This is an optimization exercise on Yosys and OpenROAD, whose aim is small area, not a production implementation. In this exercise RTL edits were held to simulation tests only and were not proved equivalent to the original. Power is estimated from default activity; no workload was simulated.

File: flow/design.v
package core_pkg;
  parameter    INSTR_WIDTH    = 32;  
  parameter    DATA_WIDTH     = 32;  
  parameter    REG_WIDTH      = 32;  
  parameter    ADDR_WIDTH     = 32;  
endpackage
package alu_control_pkg;
  parameter ALU_WIDTH_CODE = 4;
  parameter alu_none       = 4'b0000;
  parameter alu_add        = 4'b0000;
  parameter alu_sub        = 4'b0001;
  parameter alu_and        = 4'b0010;
  parameter alu_or         = 4'b0011;
  parameter alu_slt        = 4'b0101;
  parameter alu_xor        = 4'b1000;
  parameter alu_sltu       = 4'b1101;
endpackage
package shift_control_pkg;
  parameter SHIFT_WIDTH_CODE = 2;
  parameter shift_none       = 2'b10;
  parameter shift_sll        = 2'b00;
  parameter shift_srl        = 2'b01;
  parameter shift_sra        = 2'b11;
endpackage
package comparator_control_pkg;
  parameter COMPARATOR_WIDTH_CODE = 3;
  parameter comparator_none       = 3'b000;
  parameter comparator_beq        = 3'b000;
  parameter comparator_bne        = 3'b001;
  parameter comparator_blt        = 3'b010;
  parameter comparator_bge        = 3'b011;
  parameter comparator_bltu       = 3'b100;
  parameter comparator_bgeu       = 3'b101;
endpackage
package mem_control_pkg;
    parameter MEM_WIDTH_CODE    = 3;
    parameter mem_lb            = 3'b000;
    parameter mem_lbu           = 3'b001;
    parameter mem_lh            = 3'b010;
    parameter mem_lhu           = 3'b011;
    parameter mem_lw            = 3'b100;
    parameter mem_sb            = 3'b101;
    parameter mem_sh            = 3'b110;
    parameter mem_sw            = 3'b111;
endpackage
package imm_types_pkg;
  parameter IMM_WIDTH_CODE = 4;
  parameter imm_i_use      = 3'b000;
  parameter imm_s_use      = 3'b001;
  parameter imm_b_use      = 3'b010;
  parameter imm_u_use      = 3'b011;
  parameter imm_j_use      = 3'b100;
  parameter imm_none       = 3'b000;
endpackage
import core_pkg::*;  
module instruction_fetch_unit 
(
    input  logic                     clk,           
    input  logic                     rst,           
    input  logic  [ADDR_WIDTH - 1: 0]new_pc,         
    input  logic                     is_branch,
    input  logic                     fetch_stall,
    input  logic  [ADDR_WIDTH-1:0]   pc_write,
    input  logic                     pc_write_en,
    input  logic                     RVALID,
    output logic  [ADDR_WIDTH - 1: 0]pc_value        
);
    logic [ADDR_WIDTH-1:0] pc;  
    typedef enum logic [1:0] {
        State_zero            = 2'b00,     
        State_wait            = 2'b01,     
        State_free_pipe       = 2'b10,     
        State_is_branch       = 2'b11
    } statetype;
    statetype state, nextstate;
    always_comb      
    begin
        nextstate = state;
        case(state)
            State_zero:                                             nextstate = State_free_pipe;
            State_wait:      if(RVALID)                             nextstate = State_free_pipe;
            State_is_branch:                                        nextstate = State_wait;
            State_free_pipe:                                        nextstate = is_branch ? State_is_branch : State_wait;
            default:                                                nextstate = State_zero;
        endcase
    end
    always_ff @(posedge clk)  
    begin
        case(state)
            State_zero:      pc <= pc_write_en ? pc_write : 32'b0;
            State_wait:      pc <= pc_write_en ? pc_write : pc;
            State_is_branch: pc <= pc_write_en ? pc_write : pc + 4;
            State_free_pipe: pc <= pc_write_en ? pc_write : (is_branch ? new_pc : pc + 4);  
            default:         pc <= 32'b0;                               
        endcase
    end
    always_ff @(posedge clk)  
    begin
        if     (!rst) state <= State_zero;
        else           state <= nextstate;
    end
    assign pc_value = pc;
endmodule
import core_pkg::*;
module core_fetch_stage
(
    input  logic                            clk,           
    input  logic                            rst,           
    input  logic                            fetch_stall,   
    input  logic  [ADDR_WIDTH  - 1: 0]      new_pc,        
    input  logic                            is_branch,     
    output logic  [INSTR_WIDTH  - 1: 0]     instr,         
    output logic  [DATA_WIDTH     - 1: 0]   cur_pc,        
    input  logic  [DATA_WIDTH-1:0]     RDATA,
    input  logic                       RVALID,
    output logic                       RREADY,
    input  logic                       ARREADY,
    output logic  [ADDR_WIDTH-1:0]     ARADDR,
    output logic                       ARVALID
);
    logic [31:0] pc_value;
    logic                       memory_stall;
    logic [ADDR_WIDTH-1:0]      pc_write;
    logic                       pc_write_en;
    instruction_fetch_unit IFU0(
        .clk          (clk         ),
        .rst          (rst         ),
        .is_branch    (is_branch   ),
        .fetch_stall  (fetch_stall ),
        .pc_write     (pc_write    ),
        .pc_write_en  (pc_write_en ),
        .RVALID       (RVALID      ),
        .new_pc       (new_pc      ),
        .pc_value     (pc_value    )
    );
    always_ff @(posedge clk) 
    begin
        if(!rst) begin
            ARVALID <= 'b0;
            ARADDR  <= 'b0;
            RREADY  <= 'b0;
            memory_stall <= 1'b0;
            pc_write_en  <= 1'b0;
            cur_pc  <= 'b0;
        end
        else if(fetch_stall) begin
            ARVALID         <= 'b0;
            ARADDR          <= cur_pc >> 2;
            RREADY          <= 'b0;
            pc_write        <= cur_pc + 4;
            pc_write_en     <= 1'b1;
            memory_stall    <= 1;
        end
        else if(memory_stall) begin
            memory_stall    <= 1'b0;
            pc_write        <= pc_value + 4;
            cur_pc          <= pc_value + 4;
            pc_write_en     <= 1'b1;
        end
        else if(ARREADY & ARVALID) begin
            RREADY          <= 1'b1;
            ARVALID         <= 1'b0;
            pc_write_en     <= 1'b0;
        end
        else if(RREADY & RVALID) begin
            RREADY          <= 1'b0;
            pc_write_en     <= 1'b0;
        end
        else if(is_branch) begin
            ARVALID         <= 'b0;
            pc_write_en     <= 1'b0;
        end
        else if(ARREADY & !memory_stall) begin
            ARVALID         <= 1'b1;
            ARADDR          <= pc_value >> 2;
            cur_pc          <= pc_value;
            pc_write_en     <= 1'b0;
        end
    end
    assign instr        = RDATA;
endmodule
import core_pkg::*;           
import alu_control_pkg::*;    
import shift_control_pkg::*;  
import imm_types_pkg::*;      
import comparator_control_pkg::*;
import mem_control_pkg::*;
module instruction_decode_unit
(
    input logic  [   INSTR_WIDTH-1:0]           instr,               
    output logic                                mem_op,              
    output logic                                alu_op,              
    output logic                               shift_op,            
    output logic                               comparator_op,       
    output logic [ALU_WIDTH_CODE  -1:0]         alu_control,         
    output logic [SHIFT_WIDTH_CODE-1:0]         shift_control,       
    output logic [COMPARATOR_WIDTH_CODE-1:0] comparator_control,  
    output logic [MEM_WIDTH_CODE-1:0]         mem_control,          
    output logic                                rs1_use,                
    output logic                               rs2_use,             
    output logic                               rd_use,                 
    output logic                               imm_use,             
    output logic                               is_branch,           
    output logic  [   DATA_WIDTH-1:0]  imm,                         
    output logic  [   4:0]             rs1_addr,                    
    output logic  [   4:0]             rs2_addr,                    
    output logic  [   4:0]             rd_addr                      
);
    logic [6:0] funct7;
    logic [6:0] opcode;
    logic [2:0] funct3;
    logic [IMM_WIDTH_CODE-1:0]       imm_use_code;
    logic [11:0]                     imm_i_type;
    logic [11:0]                     imm_s_type;
    logic [12:0]                     imm_b_type;
    logic [31:0]                     imm_u_type;
    logic [20:0]                     imm_j_type; 
    logic                            imm_sign_ext;
    assign imm_i_type = instr[31:20];
    assign imm_s_type = {instr[31:25], instr[11:7]};
    assign imm_b_type = {instr[31], instr[7], instr[30:25], instr[11:8], 1'b0};
    assign imm_u_type = {instr[31:12], 12'b0};
    assign imm_j_type = {instr[31], instr[19:12], instr[20], instr[30:21], 1'b0};
    assign rs1_addr = instr[19:15];
    assign rs2_addr = instr[24:20];
    assign rd_addr  = instr[11: 7];
    assign opcode = instr[6:0  ];
    assign funct3 = instr[14:12];
    assign funct7 = instr[31:25];     
    always_comb  
    begin
        imm = 32'b0;
        case(imm_use_code)
            imm_i_use: imm = (imm_sign_ext & imm_i_type[11]) ? (32'hfffff000 | imm_i_type) : (32'h00000fff & imm_i_type); 
            imm_s_use: imm = (imm_sign_ext & imm_s_type[11]) ? (32'hfffff000 | imm_s_type) : {20'b0, imm_s_type}; 
            imm_b_use: imm = (imm_sign_ext & imm_b_type[12]) ? (32'hffffe000 | imm_b_type) : {19'b0, imm_b_type}; 
            imm_u_use: imm = imm_u_type; 
            imm_j_use: imm = (imm_sign_ext & imm_j_type[20]) ? (32'hffe00000 | imm_j_type) : {11'b0, imm_j_type}; 
        endcase
    end
    always_comb  
    begin
        mem_op                  = 0;    
        alu_op                  = 0;
        shift_op                = 0;          
        comparator_op           = 0;          
        imm_use                 = 0; 
        imm_use_code            = imm_none;
        imm_sign_ext            = 0;
        rs1_use                 = 0;
        rs2_use                 = 0;
        rd_use                  = 0;
        is_branch               = 0;
        alu_control             = alu_none;
        shift_control           = shift_none;
        comparator_control      = comparator_none;
        mem_control             = 0;
        case(opcode)
                7'b0110011:    
                begin                    
                    imm_use     = 0; 
                    rs1_use     = 1;
                    rs2_use     = 1;
                    rd_use      = 1;
                    is_branch   = 0;
                    case(funct3)
                        3'b000:
                            begin
                                case(funct7)
                                    7'b0000000:              
                                        begin
                                            alu_control     = alu_add; 
                                            alu_op          = 1; 
                                            shift_op        = 0; 
                                            shift_control   = shift_none;
                                        end
                                    7'b0100000:              
                                        begin
                                            alu_control     = alu_sub; 
                                            alu_op          = 1; 
                                            shift_op        = 0; 
                                            shift_control   = shift_none;
                                        end         
                                endcase
                            end
                        3'b001:
                            begin
                                case(funct7)
                                    7'b0000000:              
                                    begin
                                        shift_control      = shift_sll; 
                                        alu_op             = 0; 
                                        shift_op           = 1; 
                                        alu_control        = alu_none;
                                    end
                                endcase
                            end
                        3'b010:
                            begin
                                case(funct7)
                                    7'b0000000:              
                                    begin
                                        alu_control         = alu_slt; 
                                        alu_op                 = 1; 
                                        shift_op             = 0; 
                                        shift_control         = shift_none;
                                    end
                                endcase
                            end
                        3'b011:
                            begin
                                case(funct7)
                                    7'b0000000:              
                                    begin
                                        alu_control         = alu_sltu; 
                                        alu_op                 = 1; 
                                        shift_op             = 0; 
                                        shift_control         = shift_none;
                                    end
                                endcase
                            end
                        3'b100:
                            begin
                                case(funct7)
                                    7'b0000000:              
                                    begin
                                        alu_control             = alu_xor; 
                                        alu_op                  = 1; 
                                        shift_op                = 0; 
                                        shift_control           = shift_none;
                                    end
                                endcase
                            end
                        3'b101:
                            begin
                                case(funct7)
                                    7'b0000000:              
                                    begin
                                        shift_control           = shift_srl; 
                                        alu_op                  = 0; 
                                        shift_op                = 1; 
                                        alu_control             = alu_none;
                                    end
                                    7'b0100000:              
                                    begin
                                        shift_control           = shift_sra;
                                        alu_op                  = 0;
                                        shift_op                = 1;
                                        alu_control             = alu_none;
                                    end
                                endcase
                            end
                        3'b110:
                            begin
                                case(funct7)
                                    7'b0000000:              
                                    begin
                                        alu_control             = alu_or;
                                        alu_op                  = 1;
                                        shift_op                = 0;
                                        shift_control           = shift_none;
                                    end
                                endcase
                            end
                        3'b111:
                            begin
                                case(funct7)
                                    7'b0000000:              
                                    begin 
                                        alu_control             = alu_and;
                                        alu_op                  = 1;
                                        shift_op                = 0;
                                        shift_control           = shift_none;
                                    end
                                endcase
                            end
                    endcase
                end
            7'b0010011:     
            begin                     
                imm_use         = 1; 
                imm_use_code    = imm_i_use;
                rs1_use         = 1;
                rs2_use         = 0;
                rd_use          = 1;
                is_branch       = 0;
                case(funct3)
                    3'b000:                                     
                        begin 
                                        alu_control             = alu_add; 
                                        alu_op                  = 1;
                                        imm_sign_ext            = 1;
                                        shift_op                = 0; 
                                        shift_control           = shift_none;
                        end
                    3'b001:
                        begin
                                case(funct7)
                                    7'b0000000:             
                                    begin
                                        shift_control           = shift_sll; 
                                        alu_op                  = 0; 
                                        imm_sign_ext            = 0;
                                        shift_op                = 1; 
                                        alu_control             = alu_none;
                                    end
                                endcase
                        end
                    3'b010:                             
                        begin
                                        alu_control     = alu_slt; 
                                        alu_op             = 1; 
                                        imm_sign_ext    = 1;
                                        shift_op         = 0; 
                                        shift_control     = shift_none;
                        end
                    3'b011:                             
                        begin
                                        alu_control        = alu_sltu; 
                                        alu_op             = 1; 
                                        imm_sign_ext     = 1;
                                        shift_op         = 0; 
                                        shift_control     = shift_none;
                        end
                    3'b100:                             
                        begin
                                        alu_control     = alu_xor; 
                                        alu_op             = 1;
                                        imm_sign_ext     = 1; 
                                        shift_op         = 0; 
                                        shift_control     = shift_none;
                        end
                    3'b101:
                        begin
                                case(funct7)
                                    7'b0000000:            
                                    begin
                                        shift_control         = shift_srl; 
                                        alu_op                 = 0; 
                                        imm_sign_ext         = 0;
                                        shift_op             = 1; 
                                        alu_control         = alu_none;
                                    end
                                    7'b0100000:          
                                    begin
                                        shift_control         = shift_sra;
                                        alu_op                 = 0;
                                        imm_sign_ext         = 0;
                                        shift_op             = 1;
                                        alu_control         = alu_none;
                                    end
                                endcase
                        end
                    3'b110:                            
                        begin
                                        alu_control         = alu_or;
                                        alu_op                 = 1;
                                        imm_sign_ext         = 1;
                                        shift_op             = 0;
                                        shift_control         = shift_none;
                        end
                    3'b111:                           
                        begin
                                        alu_control         = alu_and;
                                        alu_op                 = 1;
                                        imm_sign_ext         = 1;
                                        shift_op             = 0;
                                        shift_control         = shift_none;
                        end
                endcase
            end
            7'b0110111:               
                begin                 
                    alu_op              = 1;              
                    imm_use             = 1; 
                    imm_use_code        = imm_u_use;
                    imm_sign_ext        = 1;
                    rs1_use             = 0;
                    rs2_use             = 0;
                    rd_use              = 1;
                    is_branch           = 0;
                    alu_control         = alu_add;
                end
                7'b1100011:             
                begin
                    mem_op        = 0;
                    alu_op        = 1;
                    alu_control   = alu_add;
                    shift_op      = 0;
                    comparator_op = 1;
                    rs1_use       = 1;
                    rs2_use       = 1;
                    rd_use        = 0;
                    imm_use       = 1;
                    imm_use_code  = imm_b_use;
                    imm_sign_ext  = 1;
                    is_branch     = 1;
                    case(funct3)
                        3'b000: comparator_control = comparator_beq;   
                        3'b001: comparator_control = comparator_bne;   
                        3'b100: comparator_control = comparator_blt;   
                        3'b101: comparator_control = comparator_bge;   
                        3'b110: comparator_control = comparator_bltu;  
                        3'b111: comparator_control = comparator_bgeu;  
                    endcase
                end
                7'b0010111:          
                begin                  
                    alu_op          = 1;              
                    imm_use         = 1; 
                    imm_use_code    = imm_u_use;
                    imm_sign_ext    = 1;
                    rs1_use         = 0;
                    rs2_use         = 0;
                    rd_use          = 1;
                    is_branch       = 0;
                    alu_control     = alu_add;
                end
                7'b0000011:                 
                begin
                    mem_op            = 1;
                    alu_op            = 1;
                    alu_control       = alu_add;
                    shift_op          = 0;
                    comparator_op     = 0;
                    rs1_use           = 1;
                    rs2_use           = 0;
                    rd_use            = 1;    
                    imm_use           = 1;
                    imm_use_code      = imm_i_use;
                    imm_sign_ext      = 1;
                    is_branch         = 0;
                    case(funct3)
                        3'b000: mem_control = mem_lb;   
                        3'b001: mem_control = mem_lh;   
                        3'b010: mem_control = mem_lw;   
                        3'b100: mem_control = mem_lbu;  
                        3'b101: mem_control = mem_lhu;  
                    endcase
                end
                7'b0100011:          
                begin    
                    mem_op            = 1;
                    alu_op            = 1;
                    alu_control       = alu_add;
                    shift_op          = 0;
                    comparator_op     = 0;
                    rs1_use           = 1;
                    rs2_use           = 2;
                    rd_use            = 1;    
                    imm_use           = 1;
                    imm_use_code      = imm_s_use;
                    imm_sign_ext      = 1;
                    is_branch         = 0;
                    case(funct3)
                        3'b000: mem_control = mem_sb;   
                        3'b001: mem_control = mem_sh;   
                        3'b010: mem_control = mem_sw;   
                    endcase
                end
                7'b1100111:          
                begin                 
                    case(funct3)
                        3'b000:
                            begin
                                mem_op        = 0;
                                alu_op        = 1;
                                alu_control   = alu_add;
                                shift_op      = 0;
                                comparator_op = 0;
                                rs1_use       = 1;
                                rs2_use       = 0;
                                rd_use        = 1;
                                imm_use       = 1;
                                imm_use_code  = imm_i_use;
                                imm_sign_ext  = 1;
                                is_branch     = 1;
                            end
                    endcase
                end
                7'b1101111:          
                begin                 
                    mem_op        = 0;
                    alu_op        = 1;
                    alu_control   = alu_add;
                    shift_op      = 0;
                    comparator_op = 0;
                    rs1_use       = 0;
                    rs2_use       = 0;
                    rd_use        = 1;
                    imm_use       = 1;
                    imm_use_code  = imm_j_use;
                    imm_sign_ext  = 1;
                    is_branch     = 1;
                end
        endcase
    end
endmodule
import core_pkg::*;
module core_register_file (
    input logic                   clk,               
    input  logic [ 4:0]           read_addr0,        
    input  logic [ 4:0]           read_addr1,        
    output logic [DATA_WIDTH-1:0] read_data0,        
    output logic [DATA_WIDTH-1:0] read_data1,        
    input  logic [DATA_WIDTH-1:0] write_data,        
    input  logic [ 4:0]           write_addr,        
    input logic                   we                 
);
    logic [31:0] register_memory[31:0];
    always_ff @(posedge clk)
        if (we) register_memory[write_addr] <= write_data;
    assign read_data0 = (read_addr0 != 0) ? register_memory[read_addr0] : 0;
    assign read_data1 = (read_addr1 != 0) ? register_memory[read_addr1] : 0;
endmodule
import core_pkg::*;                 
import alu_control_pkg::*;          
import shift_control_pkg::*;        
import comparator_control_pkg::*;   
import mem_control_pkg::*;		    
module core_decode_stage
(
	input  logic                       		clk,
	input  logic [INSTR_WIDTH-1:0]    		instr,           	 
	input  logic                       		rf_we,           	 
	input  logic [DATA_WIDTH-1:0]      		rf_data,         	 
	input  logic [4:0]      				rf_addr,         	 
	output logic                       		mem_op,         	 
	output logic                       		alu_op,         	 
	output logic                       		shift_op,	    	 
	output logic                       		comparator_op,  	 
	output logic [ALU_WIDTH_CODE  -1:0]		alu_control,    	 
	output logic [SHIFT_WIDTH_CODE-1:0]		shift_control,  	 
	output logic [MEM_WIDTH_CODE-1:0]		mem_control,		 
	output logic [COMPARATOR_WIDTH_CODE-1:0]comparator_control,  
	output logic                      	 	rs1_use,        	 
	output logic                       		rs2_use,	      	 
	output logic                       		rd_use,         	 
	output logic                       		imm_use,        	 
	output logic                       		is_branch,      	 
	output logic  [DATA_WIDTH-1:0]  imm,           				 
	output logic  [DATA_WIDTH-1:0]  rs1_value,      			 
	output logic  [DATA_WIDTH-1:0]  rs2_value,      			 
	output logic  [4:0]             rd_addr         			 
);
	logic [4:0] rs1_addr;
	logic [4:0] rs2_addr;
	instruction_decode_unit IDU0(
		.instr        		(instr        		), 
		.mem_op       		(mem_op       		),
		.alu_op       		(alu_op       		),
		.shift_op     		(shift_op     		),
		.comparator_op		(comparator_op		),
		.alu_control  		(alu_control  		),
		.shift_control		(shift_control		),
		.comparator_control	(comparator_control ),
		.mem_control		(mem_control		),
		.rs1_use      		(rs1_use     	 	),
		.rs2_use     		(rs2_use      		),
		.rd_use       		(rd_use       		),
		.imm_use      		(imm_use      		),
		.is_branch    		(is_branch    		),
		.imm         	 	(imm          		),
		.rs1_addr     		(rs1_addr     		),
		.rs2_addr     		(rs2_addr     		),
		.rd_addr      		(rd_addr      		)
	);
	core_register_file GPR(
		.clk       (clk      ), 
		.read_addr0(rs1_addr ),
		.read_addr1(rs2_addr ),
		.read_data0(rs1_value),
		.read_data1(rs2_value),
		.write_data(rf_data  ),
		.write_addr(rf_addr  ),
		.we        (rf_we    )
	);
endmodule
import core_pkg::*; 
import alu_control_pkg::*;  
module core_alu 
(
    input  logic [ALU_WIDTH_CODE-1: 0] alu_control,
	input  logic unsigned     	[DATA_WIDTH-1:0] alu_in_a,
	input  logic unsigned     	[DATA_WIDTH-1:0] alu_in_b,
	output logic      			[DATA_WIDTH-1:0] alu_out
);
    logic [DATA_WIDTH-1:0] alu_add_res;
	logic [DATA_WIDTH-1:0] alu_sub_res;
	logic [DATA_WIDTH-1:0] alu_and_res;
	logic [DATA_WIDTH-1:0] alu_xor_res;
	logic [DATA_WIDTH-1:0] alu_or_res;
	logic [DATA_WIDTH-1:0] alu_slt_res;
	logic [DATA_WIDTH-1:0] alu_sltu_res;
	assign alu_add_res     = alu_in_a + alu_in_b;
	assign alu_sub_res     = alu_in_a - alu_in_b;
	assign alu_and_res     = alu_in_a & alu_in_b;
	assign alu_or_res      = alu_in_a | alu_in_b;
	assign alu_xor_res     = alu_in_a ^ alu_in_b;
	assign alu_sltu_res    = alu_in_a < alu_in_b;
	assign alu_slt_res     = alu_sub_res[DATA_WIDTH-1];
	always_comb
	begin
		alu_out = 'b0;
		case(alu_control)
			alu_add : alu_out = alu_add_res;
			alu_sub : alu_out = alu_sub_res;
			alu_and : alu_out = alu_and_res;
			alu_xor : alu_out = alu_xor_res;
			alu_or  : alu_out = alu_or_res;
			alu_slt : alu_out = alu_slt_res;
			alu_sltu: alu_out = alu_sltu_res;
			default : alu_out = alu_none;
		endcase
	end
endmodule
import core_pkg::*;
import shift_control_pkg::*;  
module core_shift
(
    input  logic [ SHIFT_WIDTH_CODE-1:0] shift_control,
	input  logic signed [DATA_WIDTH-1:0] shift_in_a,
	input  logic signed [DATA_WIDTH-1:0] shift_in_b,
	output logic        [DATA_WIDTH-1:0] shift_out
);
	logic [DATA_WIDTH-1:0] shift_sll_res;
	logic [DATA_WIDTH-1:0] shift_srl_res;
	logic [DATA_WIDTH-1:0] shift_sra_res;
	assign shift_sll_res = shift_in_a <<  shift_in_b[4:0];
	assign shift_srl_res = shift_in_a >>  shift_in_b[4:0];
	assign shift_sra_res = shift_in_a >>> shift_in_b[4:0];
	always_comb
	begin
		shift_out = 'b0;
	    case(shift_control)
			shift_sll: shift_out = shift_sll_res;
			shift_srl: shift_out = shift_srl_res;
			shift_sra: shift_out = shift_sra_res;
			default  : shift_out = shift_none;
		endcase
	end
endmodule
import core_pkg::*;
import alu_control_pkg::*;
import shift_control_pkg::*;
module core_execution_stage 
(
    input  logic                                alu_op,
    input  logic                                shift_op,
    input  logic [ALU_WIDTH_CODE  -1:0]          alu_control,
    input  logic [SHIFT_WIDTH_CODE-1:0]          shift_control,
    input  logic [DATA_WIDTH-1:0]                 ex_in_a,
    input  logic [DATA_WIDTH-1:0]                 ex_in_b,
    output logic [DATA_WIDTH-1:0]                 ex_out
);
    logic [31:0] alu_out;
    logic [31:0] shift_out;
    core_alu alu0 (
    .alu_control(alu_control),
    .alu_in_a   (ex_in_a    ),
    .alu_in_b   (ex_in_b    ),
    .alu_out    (alu_out    )
    );
    core_shift shift0 (
    .shift_control(shift_control),
    .shift_in_a   (ex_in_a      ),
    .shift_in_b   (ex_in_b      ),
    .shift_out    (shift_out    )
    );
    always_comb
    begin
        ex_out = 'b0;
        if     (alu_op  ) ex_out = alu_out;
        else if(shift_op) ex_out = shift_out;
    end
endmodule
import core_pkg::*;
import comparator_control_pkg::*;
module core_comparator
(
    input  logic [COMPARATOR_WIDTH_CODE-1:0] comparator_control,
	input  logic [DATA_WIDTH-1:           0] comparator_in_a,
	input  logic [DATA_WIDTH-1:           0] comparator_in_b,
	output logic                             comparator_out
);
    logic  comparator_beq_res;
	logic  comparator_bne_res;
	logic  comparator_blt_res;
	logic  comparator_bge_res;
	logic  comparator_bltu_res;
	logic  comparator_bgeu_res; 
	assign comparator_beq_res  = (comparator_in_a == comparator_in_b);
	assign comparator_bne_res  = !(comparator_beq_res);
	assign comparator_blt_res  = (comparator_in_a - comparator_in_b) >>> 31;
	assign comparator_bge_res  = !(comparator_blt_res);
	assign comparator_bltu_res = (comparator_in_a < comparator_in_b);
	assign comparator_bgeu_res = !(comparator_bltu_res);
	always_comb
	begin
		case(comparator_control)
			comparator_beq: comparator_out = comparator_beq_res;
			comparator_bne: comparator_out = comparator_bne_res;
			comparator_blt: comparator_out = comparator_blt_res;
			comparator_bge: comparator_out = comparator_bge_res;
			comparator_bltu:comparator_out = comparator_bltu_res;
			comparator_bgeu:comparator_out = comparator_bgeu_res;
			default:        comparator_out = comparator_none;
		endcase
	end 
endmodule
import core_pkg::*;
import mem_control_pkg::*;
module load_store_unit
(
   	input  logic							clk,
	input  logic							rst,
	input  logic                 			mem_op,
    output logic                            mem_op_read,
	input  logic [ADDR_WIDTH-1:0]			mem_addr,		 
	input  logic [MEM_WIDTH_CODE-1:0]		mem_control,
	output logic 							mem_op_valid,    
	input  logic [DATA_WIDTH-1:0]			mem_write_data,
    output logic                            mem_op_read_sync,
    output logic                            mem_op_sync,
	output logic [DATA_WIDTH-1:0]			mem_read_data,
    output logic                            fetch_stall,
    input  logic [4:0]                      rd_addr,
    output logic [4:0]                      rd_addr_sync,      
	output  logic [ADDR_WIDTH-1:0]			ARADDR,
	output  logic							ARVALID,
	input 	logic 							ARREADY,
	output logic 							RREADY,
	input  logic [DATA_WIDTH-1:0]			RDATA,
	input  logic 							RVALID,
	output logic [ADDR_WIDTH-1:0]			AWADDR,
	output logic 							AWVALID,
	input  logic							AWREADY,
	output  logic [DATA_WIDTH-1:0]			WDATA,
	output  logic 							WVALID,
	input 	logic 							WREADY
);
    logic [DATA_WIDTH-1:0] mem_write_data_wdata;
    logic [DATA_WIDTH-1:0] mem_write_data_wdata_sync;
    logic [ADDR_WIDTH-1:0] mem_addr_sync;
    logic [MEM_WIDTH_CODE-1:0] mem_control_sync;
    typedef enum logic [1:0] {               
        State_zero            = 2'b00,       
        State_wait_rd         = 2'b01,
        State_wait_wr         = 2'b10     
    } statetype;
    statetype state, nextstate;
    always_comb      
    begin
        nextstate = state;
        case(state)
            State_zero:         if(mem_op )             nextstate = mem_op_read ? State_wait_rd : State_wait_wr;
            State_wait_rd:      if(RVALID )             nextstate = State_zero;
            State_wait_wr:      if(WVALID )             nextstate = State_zero;
            default:                                    nextstate = State_zero;
        endcase
    end
    always_ff @(posedge clk)  
    begin
        case(state)
            State_zero: begin
                mem_write_data_wdata_sync   <= mem_write_data_wdata;
                mem_op_read_sync            <= mem_op_read;
                mem_addr_sync               <= mem_addr;
                mem_op_sync                 <= mem_op;
                rd_addr_sync                <= rd_addr;
                mem_control_sync            <= mem_control;
            end
            State_wait_rd: begin 
                mem_write_data_wdata_sync   <= 'b0;
                mem_op_read_sync            <= mem_op_read_sync;
                mem_control_sync            <= mem_control_sync;
                mem_addr_sync               <= mem_addr_sync;
                mem_op_sync                 <= mem_op_sync;
                rd_addr_sync                <= rd_addr_sync;
            end
            State_wait_wr: begin
                mem_write_data_wdata_sync   <= mem_write_data_wdata_sync;
                mem_op_read_sync            <= mem_op_read_sync;
                mem_addr_sync               <= mem_addr_sync;
                mem_op_sync                 <= mem_op_sync;
                rd_addr_sync                <= rd_addr_sync;
            end
            default: begin
                mem_write_data_wdata_sync   <= mem_write_data_wdata_sync;
                mem_op_read_sync            <= mem_op_read_sync;
                mem_addr_sync               <= mem_addr_sync;
                mem_op_sync                 <= mem_op_sync;
                rd_addr_sync                <= rd_addr_sync;
            end                       
        endcase
    end
    assign fetch_stall = mem_op | mem_op_sync;
    always_ff @(posedge clk)  
    begin
        if(!rst)        state <= State_zero;
        else            state <= nextstate;
    end
	always_ff @(posedge clk)
    begin
        if(!rst) begin
            ARVALID <= 'b0;
            ARADDR  <= 'b0;
            RREADY  <= 'b0;
			ARADDR  <= 'b0;
        end
        else if(ARREADY & ARVALID & mem_op_read_sync & mem_op_sync) begin
            RREADY  <= 1'b1;
            ARVALID <= 1'b0;
        end
        else if(RREADY & RVALID & mem_op_read_sync & mem_op_sync) begin
            RREADY  <= 1'b0;
        end
        else if(ARREADY & mem_op_read_sync & mem_op_sync) begin
            ARVALID <= 1'b1;
            ARADDR  <= mem_addr_sync >> 2;
        end
        else begin
            ARVALID <= 'b0;
        end
    end
	always_ff @(posedge clk)
    begin
        if(!rst) begin
            AWVALID <= 'b0;
            AWADDR  <= 'b0;
            WVALID  <= 'b0;
            WDATA   <= 'b0;
        end
        else if(AWREADY & AWVALID & !mem_op_read_sync & mem_op_sync) begin
            WVALID  <= 1'b1;
            AWVALID <= 1'b0;
        end
        else if(WREADY & WVALID & !mem_op_read_sync & mem_op_sync) begin
            WVALID  <= 1'b0;
            WDATA   <= mem_write_data_wdata_sync;
        end
        else if(AWREADY & !mem_op_read_sync & mem_op_sync) begin
            AWVALID <= 1'b1;
            AWADDR  <= mem_addr_sync >> 2;
        end
        else begin
            AWVALID <= 'b0;
            AWADDR  <= 'b0;
            WVALID  <= 'b0;
            WDATA   <= 'b0;
        end
    end
    assign mem_op_read = (mem_control == mem_lb  | 
                        mem_control == mem_lbu |
                        mem_control == mem_lh  |
                        mem_control == mem_lhu |
                        mem_control == mem_lw);
    assign mem_op_valid = mem_op_read_sync ? RVALID : WVALID;
    always_comb
    begin
        mem_read_data           = 'b0;
        case(mem_control_sync)   
			mem_lb:
				begin
					case(mem_addr_sync[1:0])
						2'b00: mem_read_data = RDATA[7]  ? (32'hffffff00 | RDATA[7:0])   : (32'h000000ff & RDATA[7:0]);    
						2'b01: mem_read_data = RDATA[15] ? (32'hffffff00 | RDATA[15:8])  : (32'h000000ff & RDATA[15:8]);   
						2'b10: mem_read_data = RDATA[23] ? (32'hffffff00 | RDATA[23:16]) : (32'h000000ff & RDATA[23:16]);  
						2'b11: mem_read_data = RDATA[31] ? (32'hffffff00 | RDATA[31:24]) : (32'h000000ff & RDATA[31:24]);  
					endcase
				end
			mem_lh:
				begin
					case(mem_addr_sync[1:0])
						2'b00: mem_read_data = RDATA[15] ? (32'hffff0000 | RDATA[15:0])  : (32'h0000ffff & RDATA[15:0]);   
						2'b01: mem_read_data = RDATA[23] ? (32'hffff0000 | RDATA[23:8])  : (32'h0000ffff & RDATA[23:8]);   
						2'b10: mem_read_data = RDATA[31] ? (32'hffff0000 | RDATA[31:16]) : (32'h0000ffff & RDATA[31:16]);  
						2'b11: mem_read_data = RDATA[31] ? (32'hffffff00 | RDATA[31:24]) : (32'h000000ff & RDATA[31:24]);  
					endcase
				end
			mem_lw:
				begin
					case(mem_addr_sync[1:0])
						2'b00: mem_read_data = RDATA[31:0];
						2'b01: mem_read_data = RDATA[31:8];
						2'b10: mem_read_data = RDATA[31:16];
						2'b11: mem_read_data = RDATA[31:24];
					endcase
				end
			mem_lbu:
				begin
					case(mem_addr_sync[1:0])
						2'b00: mem_read_data = 32'h000000ff & RDATA[7:0]; 		 
						2'b01: mem_read_data = 32'h000000ff & RDATA[15:8];  	 
						2'b10: mem_read_data = 32'h000000ff & RDATA[23:16]; 	 
						2'b11: mem_read_data = 32'h000000ff & RDATA[31:24]; 	 
					endcase
				end
			mem_lhu:
				begin
					case(mem_addr_sync[1:0])
						2'b00: mem_read_data = 32'h0000ffff & RDATA[15:0];   
						2'b01: mem_read_data = 32'h0000ffff & RDATA[23:8];   
						2'b10: mem_read_data = 32'h0000ffff & RDATA[31:16];  
						2'b11: mem_read_data = 32'h000000ff & RDATA[31:24];  
					endcase
				end
        endcase
    end
	always_comb
	begin
		mem_write_data_wdata    = 'b0;
		case(mem_control)
			mem_sb:
				begin
					casez(mem_addr[1:0])
						2'b00: mem_write_data_wdata = {24'h000000, mem_write_data[7:0]}; 
						2'b01: mem_write_data_wdata = {16'h0000, mem_write_data[7:0], 8'h00};
						2'b10: mem_write_data_wdata = {8'h00, mem_write_data[7:0], 16'h0000};
						2'b11: mem_write_data_wdata = {mem_write_data[7:0], 24'h000000};
					endcase
				end
			mem_sh:
				begin
					casez(mem_addr[1:0])
						2'b00: mem_write_data_wdata = {16'h0000, mem_write_data[15:0]}; 
						2'b01: mem_write_data_wdata = {8'h00, mem_write_data[15:0], 8'h00};
						2'b10: mem_write_data_wdata = {mem_write_data[15:0], 16'h0000};
						2'b11: mem_write_data_wdata = {mem_write_data[7:0], 24'h000000};
					endcase
				end
			mem_sw:
				begin
					casez(mem_addr[1:0])
						2'b00: mem_write_data_wdata = mem_write_data[31:0]; 
						2'b01: mem_write_data_wdata = {mem_write_data[31:8], 8'h00};
						2'b10: mem_write_data_wdata = {mem_write_data[31:16], 16'h0000};
						2'b11: mem_write_data_wdata = {mem_write_data[31:24], 24'h000000};
					endcase
				end
		endcase
	end
endmodule
import core_pkg::*;
import alu_control_pkg::*;
import shift_control_pkg::*;
import comparator_control_pkg::*;
import mem_control_pkg::*;
module soc_riscv_core
(
    input  logic                     clk,           
    input  logic                     rst,           
    input  logic  [DATA_WIDTH-1:0]    core_instr_RDATA, 
    input  logic                      core_instr_RVALID,
    output logic                      core_instr_RREADY,
    input  logic                     core_instr_ARREADY,
    output logic  [ADDR_WIDTH-1:0]   core_instr_ARADDR,
    output logic                     core_instr_ARVALID,
    output  logic [ADDR_WIDTH-1:0]     core_data_ARADDR,
    output  logic                     core_data_ARVALID,
    input     logic                      core_data_ARREADY,
    output logic                       core_data_RREADY,
    input  logic [DATA_WIDTH-1:0]     core_data_RDATA,
    input  logic                      core_data_RVALID,
    output logic [ADDR_WIDTH-1:0]      core_data_AWADDR,
    output logic                      core_data_AWVALID,
    input  logic                     core_data_AWREADY,
    output logic [DATA_WIDTH-1:0]     core_data_WDATA,
    input  logic                      core_data_WREADY,
    output logic                      core_data_WVALID
);
    logic                           fetch_stall;    
    logic                           is_branch;             
    logic [DATA_WIDTH-1:0]          fetched_instr;
    logic [DATA_WIDTH-1:0]          new_pc;                  
    logic [REG_WIDTH-1:0]           cur_pc;                  
    logic                           new_pc_valid;
    logic                           rf_we;            
    logic [DATA_WIDTH-1:0]          rf_data;          
    logic [4:0]                     rf_addr;          
    logic                           mem_op;           
    logic                           alu_op;           
    logic                           mdu_op;           
    logic                           shift_op;         
    logic [ALU_WIDTH_CODE  -1:0]    alu_control;      
    logic [SHIFT_WIDTH_CODE-1:0]    shift_control;    
    logic                           mdu_control;      
    logic [MEM_WIDTH_CODE-1:0]      mem_control;      
    logic                           rs1_use;          
    logic                           rs2_use;          
    logic                           rd_use;           
    logic                           imm_use;          
    logic  [DATA_WIDTH-1:0]         imm;              
    logic  [DATA_WIDTH-1:0]         rs1_value;        
    logic  [DATA_WIDTH-1:0]         rs2_value;        
    logic  [4:0]                    rd_addr;          
    logic  [DATA_WIDTH-1:0]         ex_in_a;
    logic  [DATA_WIDTH-1:0]         ex_in_b;
    logic  [DATA_WIDTH-1:0]         ex_out;
    logic                                  comparator_out;
    logic  [COMPARATOR_WIDTH_CODE-1:0]     comparator_control;
    logic                                  comparator_op;
    logic                           mem_op_valid;
    logic [DATA_WIDTH-1:0]          mem_read_data;
    logic                           mem_op_read;
    logic                           mem_op_read_sync;
    logic                           mem_op_sync;
    logic [4:0]                     rd_addr_memory_read;
    core_fetch_stage IF
    (
        .clk        (clk                ),
        .rst        (rst                ),
        .fetch_stall(fetch_stall        ),
        .new_pc     (new_pc             ),
        .is_branch  (is_branch          ),
        .instr      (fetched_instr      ),
        .cur_pc     (cur_pc             ),
        .RDATA      (core_instr_RDATA   ),
        .RVALID     (core_instr_RVALID  ),
        .RREADY     (core_instr_RREADY  ),
        .ARREADY    (core_instr_ARREADY ),
        .ARADDR     (core_instr_ARADDR  ),
        .ARVALID    (core_instr_ARVALID )
    );
    core_decode_stage ID
    (
        .clk               (clk               ),
        .instr             (fetched_instr     ),
        .rf_we             (rf_we             ),
        .rf_data           (rf_data           ),
        .rf_addr           (rf_addr           ),
        .mem_op            (mem_op            ),
        .alu_op            (alu_op            ),
        .shift_op          (shift_op          ),
        .comparator_op     (comparator_op     ),
        .comparator_control(comparator_control),
        .alu_control       (alu_control       ),
        .shift_control     (shift_control     ),
        .mem_control       (mem_control       ),
        .rs1_use           (rs1_use           ),
        .rs2_use           (rs2_use           ),
        .rd_use            (rd_use            ),
        .imm_use           (imm_use           ),
        .is_branch         (is_branch         ),
        .imm               (imm               ),
        .rs1_value         (rs1_value         ),
        .rs2_value         (rs2_value         ),
        .rd_addr           (rd_addr           )
    );
    always_comb  
    begin
        ex_in_a         = '0;
        ex_in_b         = '0;
        if(rs1_use & rs2_use & !is_branch) begin          
            ex_in_a     = rs1_value;
            ex_in_b     = rs2_value;
        end
        else if(rs1_use & imm_use & !is_branch) begin      
            ex_in_a     = rs1_value;
            ex_in_b     = imm;
        end
        else if(!rs2_use & imm_use & is_branch) begin     
            ex_in_a     = rs1_use ? rs1_value : cur_pc;
            ex_in_b     = imm;
        end
        else if(!rs1_use & !rs2_use & !is_branch) begin  
            ex_in_a     = (fetched_instr[6:0] == 7'b0010111) ? cur_pc : 0;      
            ex_in_b     = imm;
        end
        else if(rs1_use & rs2_use & is_branch) begin      
            ex_in_a     = cur_pc;
            ex_in_b     = imm;
        end
    end
    core_execution_stage IE
    (
        .alu_op             (alu_op       ),
        .shift_op           (shift_op     ),
        .alu_control        (alu_control  ),
        .shift_control      (shift_control),
        .ex_in_a            (ex_in_a      ),
        .ex_in_b            (ex_in_b      ),
        .ex_out             (ex_out       )
    );
    always_comb  
    begin
        rf_we           = 'b0;
        rf_data         = 'b0;
        rf_addr         = 'b0;
        if(mem_op_valid & mem_op_read_sync) begin                    
            rf_we       = 1;
            rf_data     = mem_read_data;
            rf_addr     = rd_addr_memory_read;
        end
        if(rd_use & !is_branch & !(mem_op_sync | mem_op)) begin      
                rf_we   = 1;
                rf_data = ex_out;
                rf_addr = rd_addr;
        end
        else if(rd_use & is_branch) begin                            
            rf_we       = 1;
            rf_data     = cur_pc + 4;
            rf_addr     = rd_addr;
        end
    end
    always_comb
    begin
        new_pc_valid = 'b0;
        if(rs1_use & rs2_use & is_branch) begin  
            if(comparator_op) begin
                new_pc              = comparator_out ? ex_out : cur_pc + 4;
                new_pc_valid        = 1'b1;
            end else begin
                new_pc              = ex_out;
                new_pc_valid        = 1'b1;
            end
        end
        else if(!rs2_use & is_branch) begin  
            new_pc                  = ex_out;
            new_pc_valid            = 1'b1;
        end
        else begin
            new_pc                  = 0;
            new_pc_valid            = 0;
        end 
    end
    load_store_unit LSU(
        .clk                (clk                ),
        .rst                (rst                ),
        .mem_op             (mem_op             ),
        .mem_op_read        (mem_op_read        ),
        .mem_op_read_sync   (mem_op_read_sync  ),
        .mem_control        (mem_control        ),
        .mem_addr           (ex_out             ),
        .mem_op_valid       (mem_op_valid        ),
        .mem_op_sync        (mem_op_sync        ),
        .fetch_stall        (fetch_stall        ),
        .rd_addr            (rd_addr            ),
        .rd_addr_sync       (rd_addr_memory_read),
        .ARADDR             (core_data_ARADDR    ),
        .ARVALID            (core_data_ARVALID    ),
        .ARREADY            (core_data_ARREADY    ),
        .RREADY             (core_data_RREADY    ),
        .RDATA              (core_data_RDATA    ),
        .RVALID             (core_data_RVALID    ),
        .AWADDR             (core_data_AWADDR    ),
        .AWVALID            (core_data_AWVALID    ),
        .AWREADY            (core_data_AWREADY    ),
        .WDATA              (core_data_WDATA    ),
        .WREADY             (core_data_WREADY    ),
        .WVALID             (core_data_WVALID    ),
        .mem_read_data      (mem_read_data      ),
        .mem_write_data     (rs2_value            )
    );
    core_comparator comparator(
        .comparator_control     (comparator_control),
        .comparator_in_a        (rs1_value         ),
        .comparator_in_b        (rs2_value         ),
        .comparator_out         (comparator_out    )
    );
endmodule
File: flow/run.sh
#!/bin/bash
# synth_recipe.tcl (not shown) runs the flow's synth.tcl, then flattens the netlist and writes it again
# the make line also repeats each setting of config.mk as NAME=value (left out here)
make -C /OpenROAD-flow-scripts/flow DESIGN_CONFIG=/design/flow/config.mk WORK_HOME=/design/flow/orfs CLKGATE_MAP_FILE= SYNTH_SCRIPT=/design/flow/synth_recipe.tcl finish
File: flow/config.mk
export PLATFORM = sky130hd
export DESIGN_NAME = soc_riscv_core
export DESIGN_NICKNAME = soc_riscv_core
export VERILOG_FILES = /design/flow/design.v
export SDC_FILE = /design/flow/constraint.sdc
export NUM_CORES = 4
export LEC_CHECK = 0
export CAP_MARGIN = 20
export CORE_MARGIN = 2
export CORE_UTILIZATION = 40
export SLEW_MARGIN = 20
File: flow/constraint.sdc
create_clock -name core_clock -period 12.0 [get_ports {clk}]
set_input_delay 2.4000 -clock core_clock [delete_from_list [all_inputs] [get_ports {clk}]]
set_output_delay 2.4000 -clock core_clock [all_outputs]
set_load 0.01 [all_outputs]
==> metrics.sh <==
CTS_TREE='yes'
MAX_SLEW_MARGIN_PCT=7.90
MAXIMUM_CLOCK_SKEW_AT_FINAL_LAYOUT_NS=0.0741
GRT_SETUP_UNREPAIRED='false'
CELLPOWERDENSITY_mW_PER_MM2=136
DETAIL_ROUTE.FIRST_PASS.ITERATIONS=6
FMAX_GHz=0.0980
DRTANTENNAVIOLNETS=0
NUM_IO_PINS=206
R2R.WORST_PATH.CELLS=22
MAX-CAP-VIOLATIONS=0
TIMING.CRITICAL_PATH.BUF_INV=3
WL_PER_INSTANCE_UM=36.5
MIN_PERIOD_NS=10.20
YOSYS_MOST_USED_DFF='sky130_fd_sc_hd__edfxtp_1'
REPORT.FINAL.SLEW_VIOL_COUNT=0
CP_CELL_SEQUENCE='clkdlybuf4s50_1 > nand4bb_1 > or3_1 > inv_1 > nor3_1 > o31ai_1 > nand3_1 > nor2_1 > a21oi_1 > o21ai_0 > ha_1 > nor2b_1 > o21a_1 > o21bai_1 > nor4b_1 > a2111oi_0 > o211ai_1 > a21boi_0 > nor3_1 > or4b_2 > a31o_2 > o21ai_0 > o21a_1 > buf_4'
WORST_EP_ARRIVAL_TIME_NS=10.81
CTS_ROOT_BUFFER='sky130_fd_sc_hd__clkbuf_16'
INSERTION_DELAY_NS=0.84
FINAL_NETS=6204
ROUTE.TOP_LAYER_USED='met5'
CHIPWIDTH_UM=435
MAPPEDNETLISTAREA_MM2=0.0743
MIN_PATH_CELLS=2
NUM_CLOCK_SINKS=1328
WORST_SETUP_PATH_END_KIND='flop'
GP_CONGESTION=1.06
DP_HPWL_MM=219
DRIVE_ABOVE_1_SHARE_PCT=19.3
CRITICAL_PATH_DEPTH=24
CLKSLEWWORSTSETUPHOLDPATHS_NS=0.06
SYNTH-EDFF-COUNT=1162
TOTALWIRELENGTH_MM=315
POST_CTS.REPAIR.SETUP_BUFFERS=0
NUMBER_OF_ANTENNA_VIOLATIONS_AT_THE_FIRST_CHECK_IN_GLOBAL_ROUTING=24
DIE-HEIGHT_UM=435
FINAL-HOLD-VIOLATION-COUNT=0
YOSYS.CELL_TYPES.COUNT=107
CTS-ROOT-TO-SINK-BUFFERS=3
TIMING_WORST_SLEW_PIN_VALUE_NS=1.37
DR_WL_MET2_MM=140
P_LEAK_nW=29.0
CRITICAL_PATH.MAX_STAGE_DELAY_NS=0.82
FINAL.PERIOD_UTILIZATION_PCT=85.0
MET3WIRELENGTH_MM=35.4
PIN_COUNT_OF_THE_BIGGEST_NET_ENTERING_GLOBAL_ROUTING=102
CP_MAX_FO=32
NUMBER_OF_ENDPOINTS_FAILING_SETUP_AT_THE_FINAL_STAGE=0
CTS_REPAIR_RESIZE_COUNT=0
SYNTH_TOP_AREA_CELL='sky130_fd_sc_hd__edfxtp_1'
N_FILL_CELL=16600
CRITICAL_PATH.SLOWEST_CELL='sky130_fd_sc_hd__a2111oi_0'
WORST_HOLD_SLACK_NS=0.461
POWER.IR.VDD_WORST_V=0.000106
SYNTHESIS.INSTANCES=5832
WORSTSETUPSTARTPOINTTYPE='primary input'
TNS_NS=0
GRT_PASS1_VIAS=55600
SYNTH_AREA_LEADERS='sky130_fd_sc_hd__edfxtp_1 47%, sky130_fd_sc_hd__mux4_2 16%, sky130_fd_sc_hd__dfxtp_1 4.5%'
CRITPATHKIND='in -> reg'
AREA_OF_THE_MULTI_INPUT_GATES_MM2=0.0339
DIE_AREA_MM2=0.189
SYNTH.TOP_CELL.AREA_SHARE_PCT=47.0
COREAREA_MM2=0.185
SYNTH_SEQ_CELLS=1328
OUTCOME='timing/DRC/antenna clean'
YS_WARN_COUNT=10
START_UTIL_PCT=40.1
CTS_BUFFERS=149
IO_BUFFERS=199
DRC=0
MET1WIRELENGTH_MM=113
INITIALDRTVIOLATIONCOUNT=8963
CTS.HOLD.BUFFERS_ADDED=0
SYN_AREA_PER_CELL_UM2=12.7
GRT_REMAINING_OVERFLOW=0
VIASPERCELL=6.76
HOLD_PATH.CLASS='reg -> reg'
CTS.HTREE.LEVELS=4
TRACK_USAGE_PCT=32.5
GRT_FIRST_PASS_WIRELENGTH_MM=437
CRITICAL-PATH-TOP-DELAY-FAMILY='simple AND/OR/NAND/NOR gates'
ROWS=158
VIA_COUNT=58300
ASYNC_RESET_FF_SHARE_PCT=0
FF_LATCH_AREA_MM2=0.0382
REQ_TIME_CRIT_PATH_NS=12.60
AREAGROWTHSYNTHTOFINISH_PCT=14.3
SYNTH.YOSYS.SEQ_AREA_SHARE_PCT=51.5
## metrics by stage
step           instances  power (mW)  util [%]  setup slack, ns  instance area (um^2)
2_1_floorplan       5837        6.26         -             2.50                 74300
3_3_place_gp        8322        6.94      43.1             1.36                 79800
3_5_place_dp        8322        6.94      43.1             1.35                 79800
4_1_cts             8593        11.5      45.8             2.18                 84800
5_1_grt             8608        11.8      45.9             1.62                 84900
6_report            8618        11.6      45.9             1.80                 84900
## sequential cells by signal, summed over array words and instances (netlist names), 2 cells and up
name                           flops
LSU.AWADDR                        30
IF.cur_pc                         32
LSU.mem_control_sync               3
LSU.rd_addr_sync                   5
IF.ARADDR                         30
LSU.mem_addr_sync                 32
IF.IFU0.pc                        32
LSU.state                          2
LSU.WDATA                         32
LSU.ARADDR                        30
IF.pc_write                       32
LSU.mem_write_data_wdata_sync     32
IF.IFU0.state                      2
ID.GPR.register_memory          1024
## report_power, final
group	internal, mW	switching [mW]
clock	2.64	2.00
sequential	5.17	0.112
combinational	0.551	1.07
## cell usage after synthesis (34+ instances only)
library cell and instances:
sky130_fd_sc_hd__a22oi_1 80, sky130_fd_sc_hd__o22ai_1 113, sky130_fd_sc_hd__buf_4 34, sky130_fd_sc_hd__clkbuf_1 253, sky130_fd_sc_hd__o21ai_0 210, sky130_fd_sc_hd__a21oi_1 273
sky130_fd_sc_hd__o211ai_1 101, sky130_fd_sc_hd__a21o_1 47, sky130_fd_sc_hd__a211oi_1 50, sky130_fd_sc_hd__nand3_1 209, sky130_fd_sc_hd__ha_1 135, sky130_fd_sc_hd__xnor2_1 44
sky130_fd_sc_hd__o211a_1 68, sky130_fd_sc_hd__mux2i_1 146, sky130_fd_sc_hd__buf_2 87, sky130_fd_sc_hd__inv_1 161, sky130_fd_sc_hd__a21boi_0 70, sky130_fd_sc_hd__nand4_1 46
sky130_fd_sc_hd__buf_1 52, sky130_fd_sc_hd__edfxtp_1 1162, sky130_fd_sc_hd__and3_1 58, sky130_fd_sc_hd__nand2_1 524, sky130_fd_sc_hd__nor2b_1 62, sky130_fd_sc_hd__xor2_1 56
sky130_fd_sc_hd__a31oi_1 55, sky130_fd_sc_hd__nor3_1 78, sky130_fd_sc_hd__mux4_2 532, sky130_fd_sc_hd__dfxtp_1 166, sky130_fd_sc_hd__nor2_1 376
## cells by family after synthesis
group                    count (synthesis)  share of synthesized area, %
buffers and inverters                  617                          3.67
XOR/XNOR                               100                          1.18
AO/OA/AOI/OAI                         1406                          13.1
AND/OR/NAND/NOR                       1540                          9.65
flip-flops                            1328                          51.5
other                                    1                       0.00505
adder cells (fa/ha/maj)                137                          2.33
multiplexers                           703                          18.6
## placed cells by master (no fill, tap or decap), types with 70 or more instances in the layout
cell type,instances
sky130_fd_sc_hd__a21boi_0,70
sky130_fd_sc_hd__ha_1,135
sky130_fd_sc_hd__clkdlybuf4s50_1,189
sky130_fd_sc_hd__dfxtp_1,166
sky130_fd_sc_hd__nand3_1,209
sky130_fd_sc_hd__o211ai_1,101
sky130_fd_sc_hd__a22oi_1,80
sky130_fd_sc_hd__clkbuf_16,150
sky130_fd_sc_hd__inv_1,159
sky130_fd_sc_hd__edfxtp_1,1162
sky130_fd_sc_hd__o21ai_0,203
sky130_fd_sc_hd__o22ai_1,113
sky130_fd_sc_hd__buf_4,246
sky130_fd_sc_hd__mux4_2,532
sky130_fd_sc_hd__nor2_1,339
sky130_fd_sc_hd__nor3_1,73
sky130_fd_sc_hd__mux2i_1,146
sky130_fd_sc_hd__a21oi_1,266
sky130_fd_sc_hd__nand2_1,523
## layout make-up
class | instances | share of cell area [%]
diodes | 23 | 0.0678
clock buffers | 193 | 4.65
clock inverters | 78 | 1.15
inverters | 170 | 0.758
multi-input cells | 3892 | 39.9
flip-flops and latches | 1328 | 45.0
well taps | 2480 | 3.66
repair buffers | 454 | 4.77
## layer usage
metal,up-vias,global-route usage [%]
li1,23500,-
met1,29500,41.3
met2,4305,49.8
met3,953,7.58
met4,14,21.6
met5,-,0
## worst register-to-register path: cells and delay by family (launching register included)
| kind | cells | cell delay [ns] |
|---|---|---|
| adder cells (fa/ha/maj) | 1 | 0.25 |
| AO/OA/AOI/OAI | 12 | 4.10 |
| buffers and inverters | 4 | 1.25 |
| multiplexers | 1 | 0.28 |
| flip-flops | 1 | 0.39 |
| AND/OR/NAND/NOR | 4 | 1.16 |
## worst paths after layout
| check | from | to | slack, ns |
|---|---|---|---|
| worst max-delay path | core_instr_RDATA[3] | ID.GPR.register_memory[28][25]$_DFFE_PP_ | 1.80 |
| worst min-delay path | LSU.ARADDR[5]$_SDFFE_PN0P_ | LSU.ARADDR[5]$_SDFFE_PN0P_ | 0.46 |
| worst max register to register | ID.GPR.register_memory[22][1]$_DFFE_PP_ | ID.GPR.register_memory[28][25]$_DFFE_PP_ | 4.33 |
| worst min register to register | LSU.ARADDR[5]$_SDFFE_PN0P_ | LSU.ARADDR[5]$_SDFFE_PN0P_ | 0.46 |

[port drivers added, routing unchanged]
In the flow no input, the clock included, has a driving cell. The finished layout below was timed again as built, in two steps. Step 1 sets driving cells, clkbuf_16 on the clock port and buf_2 on the other inputs (assumed; they add their load-dependent delay and slew). Step 2, shift: input delay + t, output delay - t, t = (earliest + latest rising clock arrival at the registers) / 2. This alone moves slack from input paths to output paths. Three values: no drivers, after step 1, after step 2; two values: the first two.
t, ns: 0.886
slack for setup (ns): 1.795 / 1.761 / 0.875
latest minus earliest clock arrival (ns): 0.074 / 0.074
After both steps setup and hold are still met in this run. The setup slack of this run moves by -0.034 ns with the drivers and by -0.920 ns with both steps.
